From an optimization exercise on the open Yosys and OpenROAD flow, aimed at small area, a short achievable clock period and few clock cycles per item; shortcuts taken in it are not production practice. Function was checked by simulation only, so behaviour that the tests miss may differ from the original.

**flow/design.v**
```verilog
module compare_block #(
    parameter SIZE_DATA = 16
)(
    input  logic [SIZE_DATA-1:0] i_a,
    input  logic [SIZE_DATA-1:0] i_b,
    input  logic                 i_en,
    input  logic                 i_dn,
    output logic [SIZE_DATA-1:0] o_a,
    output logic [SIZE_DATA-1:0] o_b
);
    localparam int D = $clog2(SIZE_DATA);
    logic [SIZE_DATA-1:0] w_lt [D+1];
    logic [SIZE_DATA-1:0] w_gt [D+1];
    assign w_lt[0] = i_a & ~i_b;
    assign w_gt[0] = ~i_a & i_b;
    for (genvar d = 1; d <= D; d++) begin : g_lv
        for (genvar j = 0; j < (SIZE_DATA >> d); j++) begin : g_nd
            assign w_lt[d][j] = w_lt[d-1][2*j+1] | (~w_gt[d-1][2*j+1] & w_lt[d-1][2*j]);
            assign w_gt[d][j] = w_gt[d-1][2*j+1] | (~w_lt[d-1][2*j+1] & w_gt[d-1][2*j]);
        end
        if ((SIZE_DATA >> d) < SIZE_DATA) begin : g_pad
            assign w_lt[d][SIZE_DATA-1:(SIZE_DATA >> d)] = '0;
            assign w_gt[d][SIZE_DATA-1:(SIZE_DATA >> d)] = '0;
        end
    end
    logic w_swap;
    assign w_swap = i_en & (w_lt[D][0] ^ i_dn);
    assign o_a = w_swap ? i_b : i_a;
    assign o_b = w_swap ? i_a : i_b;
endmodule
module insertionSort #(
    parameter NUM_VALS = 32,
    parameter SIZE_DATA = 16
)(
    input  logic                          i_clk,
    input  logic                          i_rst_n,
    input  logic                          i_start,
    input  logic [NUM_VALS*SIZE_DATA-1:0] i_data,
    output logic                          o_done,
    output logic [NUM_VALS*SIZE_DATA-1:0] o_data
);
    localparam int N = 32;
    localparam int W = 16;
    localparam int L = 1;
    localparam int STEPS = 21;
    logic             r_busy;
    logic [4:0]      r_cnt;
    logic [N*W-1:0]     r_key;           
    logic [(L+1)*N*W-1:0] w_lv;          
    logic [L*N/2-1:0]   w_en;            
    logic [L*N/2-1:0]   w_dn;            
    always_comb begin
        w_en = '0;
        w_dn = '0;
        case (r_cnt)
            5'd0: begin w_en[0 +: 16] = 16'hffff; w_dn[0 +: 16] = 16'haaaa; end
            5'd1: begin w_en[0 +: 16] = 16'h0000; w_dn[0 +: 16] = 16'h0000; end
            5'd2: begin w_en[0 +: 16] = 16'h0000; w_dn[0 +: 16] = 16'h0000; end
            5'd3: begin w_en[0 +: 16] = 16'h0000; w_dn[0 +: 16] = 16'h0000; end
            5'd4: begin w_en[0 +: 16] = 16'hffff; w_dn[0 +: 16] = 16'haaaa; end
            5'd5: begin w_en[0 +: 16] = 16'hffff; w_dn[0 +: 16] = 16'hcccc; end
            5'd6: begin w_en[0 +: 16] = 16'h0000; w_dn[0 +: 16] = 16'h0000; end
            5'd7: begin w_en[0 +: 16] = 16'h0000; w_dn[0 +: 16] = 16'h0000; end
            5'd8: begin w_en[0 +: 16] = 16'hffff; w_dn[0 +: 16] = 16'haaaa; end
            5'd9: begin w_en[0 +: 16] = 16'hffff; w_dn[0 +: 16] = 16'hcccc; end
            5'd10: begin w_en[0 +: 16] = 16'hffff; w_dn[0 +: 16] = 16'hf0f0; end
            5'd11: begin w_en[0 +: 16] = 16'h0000; w_dn[0 +: 16] = 16'h0000; end
            5'd12: begin w_en[0 +: 16] = 16'hffff; w_dn[0 +: 16] = 16'haaaa; end
            5'd13: begin w_en[0 +: 16] = 16'hffff; w_dn[0 +: 16] = 16'hcccc; end
            5'd14: begin w_en[0 +: 16] = 16'hffff; w_dn[0 +: 16] = 16'hf0f0; end
            5'd15: begin w_en[0 +: 16] = 16'hffff; w_dn[0 +: 16] = 16'hff00; end
            5'd16: begin w_en[0 +: 16] = 16'hffff; w_dn[0 +: 16] = 16'h0000; end
            5'd17: begin w_en[0 +: 16] = 16'hffff; w_dn[0 +: 16] = 16'h0000; end
            5'd18: begin w_en[0 +: 16] = 16'hffff; w_dn[0 +: 16] = 16'h0000; end
            5'd19: begin w_en[0 +: 16] = 16'hffff; w_dn[0 +: 16] = 16'h0000; end
            5'd20: begin w_en[0 +: 16] = 16'hffff; w_dn[0 +: 16] = 16'h0000; end
            default: ;
        endcase
    end
    assign w_lv[0 +: N*W] = r_key;
    for (genvar l = 0; l < L; l++) begin : g_lv
        for (genvar k = 0; k < N/2; k++) begin : g_ce
            localparam int PA = (2*k) >> 1;
            localparam int PB = ((2*k+1) >> 1) | (N/2);
            compare_block #(.SIZE_DATA(W)) u_ce (
                .i_a   (w_lv[(l*N + PA)*W +: W]),
                .i_b   (w_lv[(l*N + PB)*W +: W]),
                .i_en  (w_en[l*N/2 + k]),
                .i_dn  (w_dn[l*N/2 + k]),
                .o_a   (w_lv[((l+1)*N + 2*k)*W +: W]),
                .o_b   (w_lv[((l+1)*N + 2*k+1)*W +: W])
            );
        end
    end
    always_ff @(posedge i_clk or negedge i_rst_n) begin
        if (!i_rst_n) begin
            r_busy <= 1'b0;
            r_cnt  <= '0;
            o_done <= 1'b0;
        end else begin
            o_done <= r_busy && (r_cnt == STEPS-1);
            if (!r_busy) begin
                r_busy <= i_start;
                r_cnt  <= '0;
            end else begin
                r_cnt <= r_cnt + 1'b1;
                if (r_cnt == STEPS-1)
                    r_busy <= 1'b0;
            end
        end
    end
    always_ff @(posedge i_clk) begin
        r_key[0*W +: W] <= r_busy ? w_lv[(L*N + 0)*W +: W] : i_data[0*W +: W];
        r_key[16*W +: W] <= r_busy ? w_lv[(L*N + 16)*W +: W] : i_data[1*W +: W];
        r_key[1*W +: W] <= r_busy ? w_lv[(L*N + 1)*W +: W] : i_data[2*W +: W];
        r_key[17*W +: W] <= r_busy ? w_lv[(L*N + 17)*W +: W] : i_data[3*W +: W];
        r_key[2*W +: W] <= r_busy ? w_lv[(L*N + 2)*W +: W] : i_data[4*W +: W];
        r_key[18*W +: W] <= r_busy ? w_lv[(L*N + 18)*W +: W] : i_data[5*W +: W];
        r_key[3*W +: W] <= r_busy ? w_lv[(L*N + 3)*W +: W] : i_data[6*W +: W];
        r_key[19*W +: W] <= r_busy ? w_lv[(L*N + 19)*W +: W] : i_data[7*W +: W];
        r_key[4*W +: W] <= r_busy ? w_lv[(L*N + 4)*W +: W] : i_data[8*W +: W];
        r_key[20*W +: W] <= r_busy ? w_lv[(L*N + 20)*W +: W] : i_data[9*W +: W];
        r_key[5*W +: W] <= r_busy ? w_lv[(L*N + 5)*W +: W] : i_data[10*W +: W];
        r_key[21*W +: W] <= r_busy ? w_lv[(L*N + 21)*W +: W] : i_data[11*W +: W];
        r_key[6*W +: W] <= r_busy ? w_lv[(L*N + 6)*W +: W] : i_data[12*W +: W];
        r_key[22*W +: W] <= r_busy ? w_lv[(L*N + 22)*W +: W] : i_data[13*W +: W];
        r_key[7*W +: W] <= r_busy ? w_lv[(L*N + 7)*W +: W] : i_data[14*W +: W];
        r_key[23*W +: W] <= r_busy ? w_lv[(L*N + 23)*W +: W] : i_data[15*W +: W];
        r_key[8*W +: W] <= r_busy ? w_lv[(L*N + 8)*W +: W] : i_data[16*W +: W];
        r_key[24*W +: W] <= r_busy ? w_lv[(L*N + 24)*W +: W] : i_data[17*W +: W];
        r_key[9*W +: W] <= r_busy ? w_lv[(L*N + 9)*W +: W] : i_data[18*W +: W];
        r_key[25*W +: W] <= r_busy ? w_lv[(L*N + 25)*W +: W] : i_data[19*W +: W];
        r_key[10*W +: W] <= r_busy ? w_lv[(L*N + 10)*W +: W] : i_data[20*W +: W];
        r_key[26*W +: W] <= r_busy ? w_lv[(L*N + 26)*W +: W] : i_data[21*W +: W];
        r_key[11*W +: W] <= r_busy ? w_lv[(L*N + 11)*W +: W] : i_data[22*W +: W];
        r_key[27*W +: W] <= r_busy ? w_lv[(L*N + 27)*W +: W] : i_data[23*W +: W];
        r_key[12*W +: W] <= r_busy ? w_lv[(L*N + 12)*W +: W] : i_data[24*W +: W];
        r_key[28*W +: W] <= r_busy ? w_lv[(L*N + 28)*W +: W] : i_data[25*W +: W];
        r_key[13*W +: W] <= r_busy ? w_lv[(L*N + 13)*W +: W] : i_data[26*W +: W];
        r_key[29*W +: W] <= r_busy ? w_lv[(L*N + 29)*W +: W] : i_data[27*W +: W];
        r_key[14*W +: W] <= r_busy ? w_lv[(L*N + 14)*W +: W] : i_data[28*W +: W];
        r_key[30*W +: W] <= r_busy ? w_lv[(L*N + 30)*W +: W] : i_data[29*W +: W];
        r_key[15*W +: W] <= r_busy ? w_lv[(L*N + 15)*W +: W] : i_data[30*W +: W];
        r_key[31*W +: W] <= r_busy ? w_lv[(L*N + 31)*W +: W] : i_data[31*W +: W];
    end
    assign o_data[0*W +: W] = r_key[0*W +: W];
    assign o_data[1*W +: W] = r_key[1*W +: W];
    assign o_data[2*W +: W] = r_key[2*W +: W];
    assign o_data[3*W +: W] = r_key[3*W +: W];
    assign o_data[4*W +: W] = r_key[4*W +: W];
    assign o_data[5*W +: W] = r_key[5*W +: W];
    assign o_data[6*W +: W] = r_key[6*W +: W];
    assign o_data[7*W +: W] = r_key[7*W +: W];
    assign o_data[8*W +: W] = r_key[8*W +: W];
    assign o_data[9*W +: W] = r_key[9*W +: W];
    assign o_data[10*W +: W] = r_key[10*W +: W];
    assign o_data[11*W +: W] = r_key[11*W +: W];
    assign o_data[12*W +: W] = r_key[12*W +: W];
    assign o_data[13*W +: W] = r_key[13*W +: W];
    assign o_data[14*W +: W] = r_key[14*W +: W];
    assign o_data[15*W +: W] = r_key[15*W +: W];
    assign o_data[16*W +: W] = r_key[16*W +: W];
    assign o_data[17*W +: W] = r_key[17*W +: W];
    assign o_data[18*W +: W] = r_key[18*W +: W];
    assign o_data[19*W +: W] = r_key[19*W +: W];
    assign o_data[20*W +: W] = r_key[20*W +: W];
    assign o_data[21*W +: W] = r_key[21*W +: W];
    assign o_data[22*W +: W] = r_key[22*W +: W];
    assign o_data[23*W +: W] = r_key[23*W +: W];
    assign o_data[24*W +: W] = r_key[24*W +: W];
    assign o_data[25*W +: W] = r_key[25*W +: W];
    assign o_data[26*W +: W] = r_key[26*W +: W];
    assign o_data[27*W +: W] = r_key[27*W +: W];
    assign o_data[28*W +: W] = r_key[28*W +: W];
    assign o_data[29*W +: W] = r_key[29*W +: W];
    assign o_data[30*W +: W] = r_key[30*W +: W];
    assign o_data[31*W +: W] = r_key[31*W +: W];
endmodule
```
**flow/flow/run.sh**
```bash
#!/bin/bash
# The standard ORFS layout (the standard.sh, standard synthesis unchanged)
# with two changes: the port buffers the standard flow's flow inserts use a small buffer
# cell instead of the delay buffer buffer_ports picks by default, and repair
# aims for a setup slack margin of MARGIN ns against the 10 ns clock.
# Each tool's output goes to ORFS's own logs under orfs/logs; the make output
# is kept in standard.log.
set -euo pipefail
MARGIN=$(cat flow/margin.txt)
PORTBUF=$(cat flow/portbuf.txt)
bash standard.sh "SETUP_SLACK_MARGIN=${MARGIN}" \
    "BUFFER_PORTS_ARGS=-buffer_cell ${PORTBUF}" finish > standard.log 2>&1
```
**flow/flow/margin.txt**
```
6.5
```
**flow/flow/portbuf.txt**
```
sky130_fd_sc_hd__buf_2
```
**flow/standard.sh**
```bash
#!/bin/bash
# synth_recipe.tcl (not shown) runs the flow's synth.tcl, then flattens the netlist and writes it again
# the make line also repeats each setting of config.mk as NAME=value (left out here)
make -C /OpenROAD-flow-scripts/flow DESIGN_CONFIG=/design/flow/config.mk WORK_HOME=/design/flow/orfs CLKGATE_MAP_FILE= SYNTH_SCRIPT=/design/flow/synth_recipe.tcl "${@:-finish}"
```
**flow/config.mk**
```make
export PLATFORM = sky130hd
export DESIGN_NAME = insertionSort
export DESIGN_NICKNAME = insertionSort
export VERILOG_FILES = /design/flow/design.v
export SDC_FILE = /design/flow/constraint.sdc
export NUM_CORES = 8
export LEC_CHECK = 0
export CAP_MARGIN = 20
export CORE_AREA = 2 2 318 318
export CTS_CLUSTER_DIAMETER = 120
export CTS_CLUSTER_SIZE = 20
export DIE_AREA = 0 0 320 320
export SLEW_MARGIN = 20
```
**flow/constraint.sdc**
```tcl
create_clock -name core_clock -period 10.0 [get_ports {i_clk}]
set_input_delay 2.0000 -clock core_clock [delete_from_list [all_inputs] [get_ports {i_clk}]]
set_output_delay 2.0000 -clock core_clock [all_outputs]
set_load 0.01 [all_outputs]
```
==> flow_summary.yaml, run 1 <==
detailed_routing:
  drt_iter0_drc: 3076
  ant_nets: 0
  vias: 30200
  routedWlPerCell_um: 31.7
  via_per_inst: 5.53
  routed_wl_mm: 173
  drc_errors: 0
  first_pass_iters: 6
floorplanning:
  io-pin-count: 1028
  initial_core_util_pct: 28.5
  rows: 115
  die_h_um: 320
  die_w_um: 320
  die_area_mm2: 0.102
  coreArea_mm2: 0.0987
logic_synthesis:
  synth_area_leaders: "dfxtp_1 (34%), mux2i_1 (12%), a21oi_1 (6.6%)"
  yosysTopAreaCellShare_pct: 34.2
  synthAdderAreaFrac_pct: 5.53
  synthArstFlopShare_pct: 1.35
  yosys_register_bits: 519
  yosys.area_share.simple_pct: 17.6
  synth_xor_area_share_pct: 0.312
  seq_area_frac_synth_pct: 38.2
  synth_area_mm2: 0.0281
  synth_compound_area_share_pct: 19.0
  synth_cell_type_count: 79
  synth.net_count: 3750
  synthCells: 3225
  synth.area.mux_share_pct: 13.3
  dominantRegCellSynth: "dfxtp_1"
  yosysWarnings: 4
  yosys.area.top_type: "dfxtp_1"
  synth_top_family_by_area: "compound AO/OA/AOI/OAI gates"
  syn_avg_cell_area_um2: 8.72
  synth_edf_count: 32
clocking:
  cts-root-buf: "clkbuf_16"
  cts_hold_buf: 0
  clk_pin_slew_ps: 90
  cts_made_buffers: 34
  h-tree-depth: 2
  clock_sinks: 519
  clock_path_buffers: 3
  insertion_delay_ps: 610
  cts_tree: "done"
critical_path:
  crit_chain: "buf_2"
  r2r_slack_ps: 6550
  worstPathRequired_ps: 8000
  crit_family: "flip-flops"
  ff2ff_path_depth: 10
  cp_slowest_stage_delay_ps: 650
  critPathBufInv: 1
  critPathArrivalTime_ps: 1490
  rr_endpoint: "r_key[41]"
  critical_path_class: "reg -> out"
  worst_r2r_startpoint: "r_key[24]"
  slowest_stage: "dfxtp_1"
  critPathCaptureType: "primary output"
  crit_path_start_kind: "flop"
  path_max_fanout: 5
sta:
  worstMarginPinSlew_ps: 992
  tns_ps: 0
  layout_worst_path_cycle_share_pct: 34.9
  rsz0062_at_grt: "true"
  finalWorstSetupSlack_ps: 6510
  setup_violations: 0
  finalCriticalPeriod_ps: 3490
  slew_violations: 0
  hold_violations: 0
  fmax_mhz: 287
  maxSlewHeadroom_pct: 33.8
  skew_ps: 24.6
cells_and_area:
  syn_to_final_growth_pct: 27.9
  nNetsFinal: 4660
  utilization_pct: 36.4
  multi_input_area_mm2: 0.0161
  layout.cells.non_filler: 5454
  drive_above_1_share_pct: 31.3
  mostFrequentLayoutCells: "buf_2 (1027), dfxtp_1 (422), nor2_1 (392), a21oi_1 (369), mux2i_1 (315)"
  seq_area_mm2: 0.0108
  final_common_cell: "buf_2"
  fillers: 10500
job:
  cap_violations: 0
place:
  dp_cells: 5368
  pre_cts_ws_ps: 5410
  gp_congestion: 1.05
  detailed_place_hpwl_mm: 138
  portBuffers: 1027
grt:
  grt_max_degree: 213
  grt_use_total_pct: 31.9
  grt_antenna_before_repair: 38
  grt_overflow: 0
  grt_pass1_vias: 28400
  grt_pass1_wl_mm: 229
worst_hold_path:
  worstHoldPathType: "reg -> reg"
  hold_path.startpoint: "r_key[448]"
  hold_end: "r_key[400]"
  holdPathStages: 1
run_status:
  status: "finished clean"
sequential cells by signal (all words and copies together), names as in the netlist:
| name | count |
|---|---|
| o_done | 1 |
| r_busy | 1 |
| r_cnt | 5 |
| r_key | 512 |
per-stage QoR:
stage	area, µm²	hold WS [ps]
floorplan	28100	526
global placement	34200	521
detailed placement	34200	536
CTS	35700	562
global route	35900	597
finish	35900	561
layer usage:
| layer | track usage, % | wire (µm) |
|---|---|---|
| met1 | 39.6 | 70100 |
| met2 | 52.2 | 79300 |
| met3 | 6.07 | 12600 |
| met4 | 16.9 | 10600 |
| met5 | 0 | 203 |
area by class of cell:
cell class                 count  share of cell area, %
multi-input combinational   2335                   44.8
antenna                       15                  0.104
inverter                     171                   1.79
tap                         1287                   4.48
sequential                   519                   30.1
timing repair buffer        1074                   15.8
clock buffer                  45                   2.69
clock inverter                 8                  0.278
cells in the mapped netlist (all sizes together), types with 10 or more instances:
library cell,number
o211ai,25
a21oi,373
o21a,16
nor4,36
nor3,76
nand2,159
nand2b,90
inv,170
ha,10
buf,62
nor2,395
clkbuf,141
a2111oi,18
mux2i,336
a221oi,21
a21boi,12
nand3,21
o31ai,73
mux2,33
edfxtp,32
dfxtp,480
nor2b,161
o22a,60
a211o,15
maj3,142
a221o,64
o21ai,49
worst max-delay path by stage:
| stage | from | endpoint | slack, ps | cells past startpoint |
|---|---|---|---|---|
| after floorplan | r_key[240] | r_key[496] | 6870 | 10 |
| after global placement | r_cnt[1] | r_key[305] | 5380 | 10 |
| after detailed placement | r_cnt[0] | r_key[305] | 5410 | 10 |
| after CTS | r_key[400] | r_key[305] | 6290 | 11 |
| after global routing | r_cnt[1] | r_key[388] | 6460 | 12 |
| final | r_key[377] | o_data[377] | 6510 | 1 |
cells by family after synthesis:
| logic type | after synthesis |
|---|---|
| compound gates | 790 |
| mux | 369 |
| xor+xnor | 10 |
| buf+inv | 375 |
| simple gates | 1010 |
| flops | 519 |
| fa+ha+maj | 152 |
timing repair:
item / 4_1_cts / 5_1_grt
buffers inserted: 12 / 1
resized for setup: 87 / 50
endpoints found under the setup margin: 394 / 303
pin swaps: 4 / 5
cloned: 3 / 2
Testbench counts, summed over its fixed seeds: cycles 4,224, sorts 192.
==> run 2, diff against run 1 <==
==> flow/flow/portbuf.txt (replaced) <==
sky130_fd_sc_hd__buf_1
==> run 2 against run 1 <==
  * Still clean on timing, DRC and antenna
==> flow_summary.yaml, run 2 <==
logic_synthesis:
  synth_area_leaders: "dfxtp_1 (34%), mux2i_1 (12%), a21oi_1 (6.6%)"
  yosysWarnings: 4
  seq_area_frac_synth_pct: 38.2
  yosys-top-cells-count: "dfxtp_1 (480), nor2_1 (394), a21oi_1 (373)"
  synthArstFlopShare_pct: 1.35
  synth.most_common_cell: "dfxtp_1"
  dominantRegCellSynth: "dfxtp_1"
  syn_avg_cell_area_um2: 8.72
  yosysTopAreaCellShare_pct: 34.2
  synth_area_mm2: 0.0281
  synth_edf_count: 32
  synthCells: 3225
  synth.net_count: 3750
  yosys.area.top_type: "dfxtp_1"
  synth_cell_type_count: 79
  yosys_register_bits: 519
clocking:
  clock_sinks: 519
  clock_path_buffers: 3
  cts-root-buf: "clkbuf_16"
  cts_tree: "done"
  cts_made_buffers: 31
  cts_hold_buf: 0
  h-tree-depth: 1
  clk_pin_slew_ps: 90
  insertion_delay_ps: 670
critical_path:
  crit_path_start_kind: "flop"
  critical_path_class: "reg -> out"
  critPathCaptureType: "primary output"
  crit_family: "flip-flops"
  cp_slowest_stage_delay_ps: 630
  crit_chain: "buf_1"
  worstPathRequired_ps: 8000
  path_max_fanout: 5
  slowest_stage: "dfxtp_1"
  critPathArrivalTime_ps: 1490
  critPathBufInv: 1
sta:
  skew_ps: 29.5
  maxSlewHeadroom_pct: 28.9
  setup_violations: 0
  whs_ps: 572
  finalWorstSetupSlack_ps: 6510
  rsz0062_at_grt: "true"
  layout_worst_path_cycle_share_pct: 34.9
  worstMarginPinSlew_ps: 1070
  hold_violations: 0
  fmax_mhz: 286
  finalCriticalPeriod_ps: 3490
  slew_violations: 0
  tns_ps: 0
run_status:
  status: "finished clean"
cells_and_area:
  max_flop_register: "r_key"
  nNetsFinal: 4659
  layout.cells.non_filler: 5441
  drive_above_1_share_pct: 9.15
  syn_to_final_growth_pct: 23.3
  final_area_mm2: 0.0347
  utilization_pct: 35.1
  final_common_cell: "buf_1"
  mostFrequentLayoutCells: "buf_1 (997), nor2_1 (391), a21oi_1 (369), dfxtp_1 (352), mux2i_1 (300)"
  largest_register_ffs: 512
  reg_top3: "r_key (512), r_cnt (5)"
grt:
  grt_antenna_before_repair: 23
  grt_pass1_wl_mm: 228
  grt_max_degree: 241
  grt_overflow: 0
  grt_use_total_pct: 31.7
  grt_pass1_vias: 28100
detailed_routing:
  drc_errors: 0
  vias: 30300
  ant_nets: 0
  drt_iter0_drc: 3101
  routed_wl_mm: 173
  routedWlPerCell_um: 31.8
  via_per_inst: 5.57
  first_pass_iters: 6
floorplanning:
  io-pin-count: 1028
  die_area_mm2: 0.102
  die_w_um: 320
  initial_core_util_pct: 28.5
  die_h_um: 320
  coreArea_mm2: 0.0987
  rows: 115
place:
  dpl-instance-area_mm2: 0.0329
  pre_cts_ws_ps: 5480
  detailed_place_hpwl_mm: 139
  dp_cells: 5370
  portBuffers: 1027
  gp_congestion: 0.991
worst_hold_path:
  worstHoldPathType: "reg -> reg"
job:
  cap_violations: 0
[run 2: cell counts after synthesis]
No cell type changed its count.
[run 2: worst paths after layout]
| path | from | to | slack (ps) | cells after the start |
|---|---|---|---|---|
| min in group asynchronous | i_rst_n | r_busy | 1310 | 1 |
| min | r_key[448] | r_key[384] | 570 | 1 |
| min reg2reg | r_key[448] | r_key[384] | 570 | 1 |
| max | r_key[328] | o_data[328] | 6510 | 1 |
| max reg2reg | r_key[324] | r_key[155] | 6560 | 10 |
| max in group asynchronous | i_rst_n | r_busy | 8220 | 1 |
[run 2: routing by layer]
layer	vias up	share of wire (%)	GRT usage [%]
li1	13400	-	-
met1	14800	40	39.4
met2	1718	46	52.0
met3	383	7.4	5.60
met4	26	6.5	17.6
met5	-	0.094	0
[run 2: what timing repair did]
item	in CTS	in global routing
cloned	2	3
endpoints found under the setup margin	462	221
resized for setup	201	62
pin swaps	4	4
setup buffers	9	4
endpoints found under the hold margin	0	0
[run 2: layout make-up]
| class | count | area [µm²] |
|---|---|---|
| antenna | 10 | 25.0 |
| multi-input combinational | 2335 | 16200 |
| tap | 1287 | 1610 |
| sequential | 519 | 10900 |
| clock inverter | 4 | 50.0 |
| inverter | 171 | 642 |
| fill | 10700 | 64100 |
| clock buffer | 39 | 806 |
| timing repair buffer | 1076 | 4410 |
[run 2: logic make-up (layout without fill, tap and decap cells)]
kind of cell | after synthesis | in the layout | share of synthesized area, %
AO/OA/AOI/OAI | 790 | 791 | 19.0
XOR/XNOR | 10 | 10 | 0.312
adder cells (fa/ha/maj) | 152 | 152 | 5.53
buffers and inverters | 375 | 1290 | 6.01
flip-flops | 519 | 519 | 38.2
multiplexers | 369 | 369 | 13.3
other | 0 | 10 | 0
AND/OR/NAND/NOR | 1010 | 1013 | 17.6
==> run 3, diff against run 2 <==
==> flow/flow/margin.txt (replaced) <==
6.8
==> run 3 against run 2 <==
  * Still clean on timing, DRC and antenna
  * Sequential share of layout area fell by 4.0 points
  * Register-to-register slack better by 80 ps
  * Final cell count is 11% higher
  * Critical endpoint is now r_key[379]
==> flow_summary.yaml, run 3 <==
run_status:
  status: "finished clean"
worst_hold_path:
  hold_end: "r_cnt[0]"
  holdPathStages: 1
  hold_path.startpoint: "r_cnt[0]"
  worstHoldPathType: "reg -> reg"
detailed_routing:
  via_per_inst: 5.60
  vias: 33900
  first_pass_iters: 6
  drc_errors: 0
  drt_iter0_drc: 3588
  routed_wl_mm: 191
  routedWlPerCell_um: 31.5
  ant_nets: 0
sta:
  maxSlewHeadroom_pct: 32.6
  finalCriticalPeriod_ps: 3360
  setup_violations: 0
  slew_violations: 0
  rsz0062_at_grt: "true"
  layout_worst_path_cycle_share_pct: 33.6
  worstMarginPinSlew_ps: 1010
  tns_ps: 0
  skew_ps: 33.5
  fmax_mhz: 298
  hold_violations: 0
floorplanning:
  die_area_mm2: 0.102
  io-pin-count: 1028
  die_w_um: 320
  die_h_um: 320
  initial_core_util_pct: 28.5
  coreArea_mm2: 0.0987
  rows: 115
grt:
  grt_antenna_before_repair: 24
  grt_use_met1_pct: 40.6
  grt_pass1_wl_mm: 249
  grt_use_total_pct: 34.5
  grt_pass1_vias: 31900
  top_usage_layer: "met2"
  grt_overflow: 0
  grt_util_met3_pct: 7.57
  use_met2_pct: 55.5
  grt_max_degree: 241
job:
  cap_violations: 0
critical_path:
  r2r_slack_ps: 6640
  crit_path_start_kind: "flop"
  path_max_fanout: 240
  critPathCaptureType: "flop"
  worstPathRequired_ps: 10500
  critPathArrivalTime_ps: 3860
  rr_endpoint: "r_key[379]"
  ff2ff_path_depth: 4
  worst_r2r_startpoint: "r_busy"
  critical_path_class: "reg -> reg"
logic_synthesis:
  synth_edf_count: 32
  synth_cell_type_count: 79
  seq_area_frac_synth_pct: 38.2
  synth_area_mm2: 0.0281
  synthCells: 3225
  synth.most_common_cell: "dfxtp_1"
  yosys.area.top_type: "dfxtp_1"
  dominantRegCellSynth: "dfxtp_1"
  syn_avg_cell_area_um2: 8.72
  synth_area_leaders: "dfxtp_1 (34%), mux2i_1 (12%), a21oi_1 (6.6%)"
  yosys_register_bits: 519
  yosys-top-cells-count: "dfxtp_1 (480), nor2_1 (394), a21oi_1 (373)"
  synth.net_count: 3750
  yosysWarnings: 4
  synthArstFlopShare_pct: 1.35
  yosysTopAreaCellShare_pct: 34.2
clocking:
  h-tree-depth: 1
  clock_path_buffers: 3
  cts_hold_buf: 0
  clk_pin_slew_ps: 100
  clock_sinks: 519
  cts_made_buffers: 31
  cts-root-buf: "clkbuf_16"
  cts_tree: "done"
  insertion_delay_ps: 680
cells_and_area:
  reg_top3: "r_key (512), r_cnt (5)"
  multi_input_area_mm2: 0.0175
  final_common_cell: "buf_4"
  fillers: 9611
  seq_area_mm2: 0.0125
  mostFrequentLayoutCells: "buf_4 (593), buf_1 (516), dfxtp_4 (450), nor2_1 (391), buf_6 (344)"
  largest_register_ffs: 512
  utilization_pct: 45.9
  max_flop_register: "r_key"
  drive_above_1_share_pct: 41.6
  nNetsFinal: 5268
  syn_to_final_growth_pct: 61.2
place:
  detailed_place_hpwl_mm: 139
  portBuffers: 1027
  gp_congestion: 0.991
## run 3: cell counts after synthesis
Identical to the previous run, type by type.
## run 3: what timing repair did
action                                   CTS  global route
gates cloned                              10            12
pin swaps                                 19            78
endpoints found under the setup margin   999           642
resized for setup                       1958           296
setup buffers                            527            78
## run 3: cells by family (layout without fill, tap and decap cells)
group                    count (synthesis)  in the layout  synth area share [%]
XOR/XNOR                                10             10                 0.312
multiplexers                           369            369                  13.3
other                                    0             10                     0
flip-flops                             519            519                  38.2
AND/OR/NAND/NOR                       1010           1017                  17.6
adder cells (fa/ha/maj)                152            152                  5.53
buffers and inverters                  375           1895                  6.01
AO/OA/AOI/OAI                          790            791                  19.0
## run 3: worst max path at each step
| stage | startpoint | to | depth (start not counted) |
|---|---|---|---|
| global route | r_busy | r_key[379] | 4 |
| CTS | r_key[7] | o_data[7] | 1 |
| floorplan | r_key[240] | r_key[496] | 10 |
| global placement | r_cnt[0] | r_key[306] | 10 |
| detailed placement | r_cnt[0] | r_key[306] | 10 |
| finish | r_busy | r_key[379] | 4 |
## run 3: final cells by class
type	instances	area share (%)
multi-input cells	2339	38.7
flip-flops and latches	519	27.5
repair buffers	1681	26.8
well taps	1287	3.55
clock buffers	39	1.78
inverters	171	1.42
clock inverters	4	0.110
diodes	10	0.0552
## run 3: critical path: stages (launching register included)
cell     delay [ps]
dfrtp_4         720
buf_4           800
buf_16          690
nor2_1          240
a21oi_1         530
## run 3: stage by stage
step	setup slack (ps)	area, µm²	hold WS (ps)	cells
after floorplan	6870	28100	526	3225
after detailed placement	5480	32900	561	5370
final	6640	45300	531	6050
after CTS	6670	42900	575	5950
after global placement	5400	32900	521	5369
after global routing	6610	45300	548	6044
## run 3: routing by layer
metal,vias to the layer above,share of wire [%],routed length (µm)
met2,2197,45,84900
li1,14600,-,-
met3,686,8.5,16200
met1,16300,38,71700
met5,-,0.089,170
met4,26,9.2,17600
==> run 4, diff against run 3 <==
==> flow/flow/margin.txt (replaced) <==
6.5
==> flow/flow/portbuf.txt (replaced) <==
sky130_fd_sc_hd__buf_2
--- a/flow/config.mk
+++ b/flow/config.mk
@@ -8,6 +8,4 @@
 export CAP_MARGIN = 20
 export CORE_AREA = 2 2 318 318
-export CTS_CLUSTER_DIAMETER = 120
-export CTS_CLUSTER_SIZE = 20
 export DIE_AREA = 0 0 320 320
 export SLEW_MARGIN = 20
==> run 4 against run 3 <==
  * Core utilization fell by 8.2 points
  * Die area is the same
  * Clock skew shrank 1.6 ps
  * Still clean
  * Synthesized area unchanged
  * Maximum frequency fell by 4.3%
  * Synthesized cell count stayed put
==> flow_summary.yaml, run 4 <==
grt:
  grt_pass1_wl_mm: 230
  grt_pass1_vias: 28600
  grt_max_degree: 213
  grt_antenna_before_repair: 46
  grt_overflow: 0
  grt_use_total_pct: 32.0
logic_synthesis:
  yosys.area.top_type: "dfxtp_1"
  synth_xor_area_share_pct: 0.312
  synthAdderAreaFrac_pct: 5.53
  synth.most_common_cell: "dfxtp_1"
  yosysTopAreaCellShare_pct: 34.2
  synth.area.mux_share_pct: 13.3
  yosys-top-cells-count: "dfxtp_1 (480), nor2_1 (394), a21oi_1 (373)"
  seq_area_frac_synth_pct: 38.2
  synth.net_count: 3750
  yosys.area_share.simple_pct: 17.6
  yosys_register_bits: 519
  dominantRegCellSynth: "dfxtp_1"
  synth_top_family_by_area: "compound AO/OA/AOI/OAI gates"
  synthArstFlopShare_pct: 1.35
  synthCells: 3225
  synth_edf_count: 32
  synth_compound_area_share_pct: 19.0
  synth_area_leaders: "dfxtp_1 (34%), mux2i_1 (12%), a21oi_1 (6.6%)"
  synth_cell_type_count: 79
  synth_area_mm2: 0.0281
  syn_avg_cell_area_um2: 8.72
  yosysWarnings: 4
detailed_routing:
  routed_wl_mm: 174
  drt_iter0_drc: 3370
  routedWlPerCell_um: 31.4
  vias: 30600
  ant_nets: 0
  first_pass_iters: 5
  drc_errors: 0
  via_per_inst: 5.53
sta:
  setup_violations: 0
  tns_ps: 0
  rsz0062_at_grt: "true"
  skew_ps: 31.9
  worstMarginPinSlew_ps: 1030
  fmax_mhz: 285
  finalCriticalPeriod_ps: 3510
  layout_worst_path_cycle_share_pct: 35.1
  whs_ps: 553
  hold_violations: 0
  maxSlewHeadroom_pct: 31.0
  slew_violations: 0
cells_and_area:
  multi_input_area_mm2: 0.0161
  mostFrequentLayoutCells: "buf_2 (1027), nor2_1 (392), a21oi_1 (370), dfxtp_1 (365), mux2i_1 (312)"
  syn_to_final_growth_pct: 32.3
  nNetsFinal: 4709
  fillers: 10400
  reg_top3: "r_key (512), r_cnt (5)"
  drive_above_1_share_pct: 33.8
  final_common_cell: "buf_2"
  seq_area_mm2: 0.0109
  largest_register_ffs: 512
  utilization_pct: 37.7
  max_flop_register: "r_key"
worst_hold_path:
  holdPathStages: 1
  worstHoldPathType: "reg -> reg"
  hold_path.startpoint: "r_key[448]"
  hold_end: "r_key[400]"
floorplanning:
  initial_core_util_pct: 28.5
  rows: 115
  coreArea_mm2: 0.0987
  io-pin-count: 1028
  die_w_um: 320
  die_area_mm2: 0.102
  die_h_um: 320
critical_path:
  crit_path_start_kind: "flop"
  crit_family: "flip-flops"
  critPathCaptureType: "primary output"
  crit_chain: "buf_2"
  worst_r2r_startpoint: "r_key[216]"
  ff2ff_path_depth: 11
  critPathArrivalTime_ps: 1510
  cp_slowest_stage_delay_ps: 560
  critPathBufInv: 1
  rr_endpoint: "r_key[426]"
  critical_path_class: "reg -> out"
  cp.depth: 1
  slowest_stage: "dfxtp_1"
  path_max_fanout: 6
  worstPathRequired_ps: 8000
  r2r_slack_ps: 6550
clocking:
  clock_path_buffers: 3
  cts_made_buffers: 61
  clk_pin_slew_ps: 60
  clock_sinks: 519
  h-tree-depth: 2
  insertion_delay_ps: 690
  cts-root-buf: "clkbuf_16"
  cts_tree: "done"
place:
  gp_congestion: 1.05
  detailed_place_hpwl_mm: 138
  portBuffers: 1027
run_status:
  status: "finished clean"
job:
  cap_violations: 0
-- run 4: how the worst max path moves through the flow --
stage,startpoint,to,slack (ps)
floorplan,r_key[240],r_key[496],6870
global placement,r_cnt[1],r_key[305],5380
detailed placement,r_cnt[0],r_key[305],5410
CTS,r_cnt[0],r_key[305],6210
global route,r_key[88],r_key[175],6420
finish,r_key[223],o_data[223],6490
-- run 4: cell type report --
class	instances	area share [%]
clock buffers	81	4.44
inverters	171	1.73
diodes	16	0.108
well taps	1287	4.33
clock inverters	35	1.12
multi-input cells	2335	43.2
repair buffers	1096	15.7
flip-flops and latches	519	29.3
-- run 4: layer usage --
metal	vias up	track usage (%)	part of all wire, %
li1	13500	-	-
met1	15000	39.6	41
met2	1673	52.7	46
met3	426	6.22	7.4
met4	38	16.4	5.7
met5	-	0	0.13
-- run 4: what timing repair did --
| action | in CTS | in global routing |
|---|---|---|
| setup buffers | 6 | 28 |
| hold buffers | 0 | 0 |
| gates cloned | 3 | 3 |
| pin swaps | 4 | 6 |
| resized for setup | 147 | 50 |
| endpoints found under the setup margin | 454 | 363 |
-- run 4: through the flow --
| step | instance area, µm² | cells | setup WS (ps) |
|---|---|---|---|
| after floorplan | 28100 | 3225 | 6870 |
| after global routing | 37200 | 5533 | 6420 |
| after detailed placement | 34200 | 5368 | 5410 |
| final | 37200 | 5540 | 6490 |
| after CTS | 36700 | 5493 | 6210 |
| after global placement | 34200 | 5367 | 5380 |
-- run 4: cells by family after synthesis --
family                     count (synthesis)
adders and majority gates                152
buffers and inverters                    375
xor gates and xnor gates                  10
muxes                                    369
DFF                                      519
AOI/OAI and AO/OA                        790
and+or+nand+nor                         1010
==> run 5, diff against run 4 <==
--- a/flow/config.mk
+++ b/flow/config.mk
@@ -8,4 +8,5 @@
 export CAP_MARGIN = 20
 export CORE_AREA = 2 2 318 318
+export CTS_BUF_LIST = sky130_fd_sc_hd__clkbuf_8
 export DIE_AREA = 0 0 320 320
 export SLEW_MARGIN = 20
==> run 5 against run 4 <==
  * Still clean on timing, DRC and antenna
  * Global-route usage up 0.44 points
  * Clock skew up 17 ps
  * Via count up 0.74%
==> flow_summary.yaml, run 5 <==
run_status:
  status: "finished clean"
logic_synthesis:
  yosys-top-cells-count: "dfxtp_1 (480), nor2_1 (394), a21oi_1 (373)"
  seq_area_frac_synth_pct: 38.2
  yosysWarnings: 4
  yosys.area.top_type: "dfxtp_1"
  syn_avg_cell_area_um2: 8.72
  yosys_register_bits: 519
  synth_edf_count: 32
  synth.most_common_cell: "dfxtp_1"
  synth_area_mm2: 0.0281
  dominantRegCellSynth: "dfxtp_1"
  synthArstFlopShare_pct: 1.35
  yosysTopAreaCellShare_pct: 34.2
  synth_area_leaders: "dfxtp_1 (34%), mux2i_1 (12%), a21oi_1 (6.6%)"
  synth_cell_type_count: 79
  synth.net_count: 3750
  synthCells: 3225
place:
  detailed_place_hpwl_mm: 138
  gp_congestion: 1.05
  portBuffers: 1027
detailed_routing:
  drt_iter0_drc: 3190
  via_per_inst: 5.50
  routedWlPerCell_um: 31.2
  drc_errors: 0
  ant_nets: 0
  first_pass_iters: 6
  vias: 30900
  routed_wl_mm: 175
clocking:
  cts_hold_buf: 0
  clock_sinks: 519
  clk_pin_slew_ps: 60
  insertion_delay_ps: 780
  h-tree-depth: 3
  cts-root-buf: "clkbuf_8"
  cts_tree: "done"
  clock_path_buffers: 3
  cts_made_buffers: 97
floorplanning:
  rows: 115
  die_w_um: 320
  coreArea_mm2: 0.0987
  io-pin-count: 1028
  initial_core_util_pct: 28.5
  die_h_um: 320
  die_area_mm2: 0.102
sta:
  slew_violations: 0
  layout_worst_path_cycle_share_pct: 34.5
  finalCriticalPeriod_ps: 3450
  rsz0062_at_grt: "true"
  hold_violations: 0
  worstMarginPinSlew_ps: 1030
  skew_ps: 49.3
  tns_ps: 0
  maxSlewHeadroom_pct: 31.3
  fmax_mhz: 290
  setup_violations: 0
cells_and_area:
  mostFrequentLayoutCells: "buf_2 (1000), nor2_1 (391), a21oi_1 (369), mux2i_1 (319), dfxtp_2 (290)"
  syn_to_final_growth_pct: 34.9
  max_flop_register: "r_key"
  utilization_pct: 38.4
  final_common_cell: "buf_2"
  nNetsFinal: 4752
  reg_top3: "r_key (512), r_cnt (5)"
  largest_register_ffs: 512
  drive_above_1_share_pct: 40.6
critical_path:
  rr_endpoint: "r_key[59]"
  crit_path_start_kind: "flop"
  worst_r2r_startpoint: "r_key[280]"
  critPathBufInv: 1
  path_max_fanout: 5
  critPathArrivalTime_ps: 1450
  cp.depth: 1
  crit_family: "flip-flops"
  r2r_slack_ps: 6550
  cp_slowest_stage_delay_ps: 450
  slowest_stage: "dfxtp_2"
  startpoint: "r_key[371]"
  endpoint: "o_data[371]"
  crit_chain: "buf_2"
  critPathCaptureType: "primary output"
  ff2ff_path_depth: 11
  critical_path_class: "reg -> out"
  worstPathRequired_ps: 8000
grt:
  grt_pass1_wl_mm: 233
  grt_pass1_vias: 29200
  grt_overflow: 0
  grt_use_total_pct: 32.5
  grt_max_degree: 213
  grt_antenna_before_repair: 46
worst_hold_path:
  worstHoldPathType: "reg -> reg"
  holdPathStages: 1
job:
  cap_violations: 0
run 5: cell counts after synthesis:
No cell type changed its count.
run 5: how the worst min path moves through the flow:
stage / from / end / slack (ps)
2_1_floorplan: r_cnt[0] / r_cnt[0] / 530
3_3_place_gp: r_key[448] / r_key[400] / 520
3_5_place_dp: r_key[448] / r_key[400] / 540
4_1_cts: r_key[448] / r_key[400] / 560
5_1_grt: r_key[202] / r_key[394] / 580
6_report: r_key[448] / r_key[400] / 550
run 5: metrics by stage:
stage          instances  hold slack, ps  setup slack, ps  area [µm²]
2_1_floorplan       3225             526             6870       28100
3_3_place_gp        5367             521             5380       34200
3_5_place_dp        5368             536             5410       34200
4_1_cts             5582             558             6430       37600
5_1_grt             5599             576             6490       37900
6_report            5613             551             6550       37900
run 5: layer usage:
metal  wire (µm)  GRT usage [%]  vias to the layer above
met5         241              0                        -
met4       11000           17.7                       40
met3       14300           7.10                      463
met2       80400           52.9                     1733
met1       69300           39.7                    15000
li1            -              -                    13600
run 5: repair_timing:
action / 4_1_cts / 5_1_grt
setup buffers: 33 / 9
cloned: 3 / 2
setup endpoints to repair: 717 / 287
resized for setup: 499 / 50
pin swaps: 5 / 4
run 5: worst reg2reg max path: stages, from the launching register on:
cell and delay [ps]:
dfxtp_1 390, nand2b_1 190, maj3_2 300, maj3_1 360, maj3_1 380, a22oi_1 290, a2111oi_4 120, xnor2_2 150
buf_4 180, nand2_4 280, mux2i_1 460, a21oi_1 170
run 5: logic make-up after synthesis:
logic type,share of synthesized area [%]
AND/OR/NAND/NOR,17.6
AO/OA/AOI/OAI,19.0
flip-flops,38.2
buffers and inverters,6.01
multiplexers,13.3
adder cells (fa/ha/maj),5.53
XOR/XNOR,0.312
run 5: layout make-up:
class | count | area [µm²]
fill | 10400 | 60800
clock inverter | 55 | 498
antenna | 20 | 50.0
sequential | 519 | 11400
tap | 1287 | 1610
inverter | 171 | 642
clock buffer | 123 | 1690
multi-input combinational | 2335 | 16100
timing repair buffer | 1103 | 5970

==> what the ideal ports hide <==
In the flow no input, the clock included, has a driving cell. The finished layouts below were timed again as built, in two steps.
Step 1 (the two cells are an assumption about what drives the block):
set clk [get_ports {i_clk}]
set_driving_cell -lib_cell sky130_fd_sc_hd__clkbuf_16 $clk
set_driving_cell -lib_cell sky130_fd_sc_hd__buf_2 [delete_from_list [all_inputs] $clk]
Step 2 adds t to the input delays and takes it off the output delays; t is the mean of the earliest and latest rising clock arrival at the registers after step 1. Input paths then give back, and output paths get back, about the clock's delay inside the block.
a / b / c = ideal / step 1 / step 2; a / b = the first two.
run | t, ns | setup slack, ns | slew at the worst register clock pin (ns)
run 1 | 0.671 | 6.511 / 6.440 / 6.548 | 0.10 / 0.10
run 2 | 0.724 | 6.509 / 6.436 / 6.557 | 0.11 / 0.11
run 3 | 0.730 | 6.643 / 6.621 / 6.643 | 0.11 / 0.11
run 4 | 0.749 | 6.492 / 6.418 / 6.547 | 0.07 / 0.07
run 5 | 0.823 | 6.546 / 6.476 / 6.549 | 0.07 / 0.07
After both steps setup and hold are still met in every run listed.
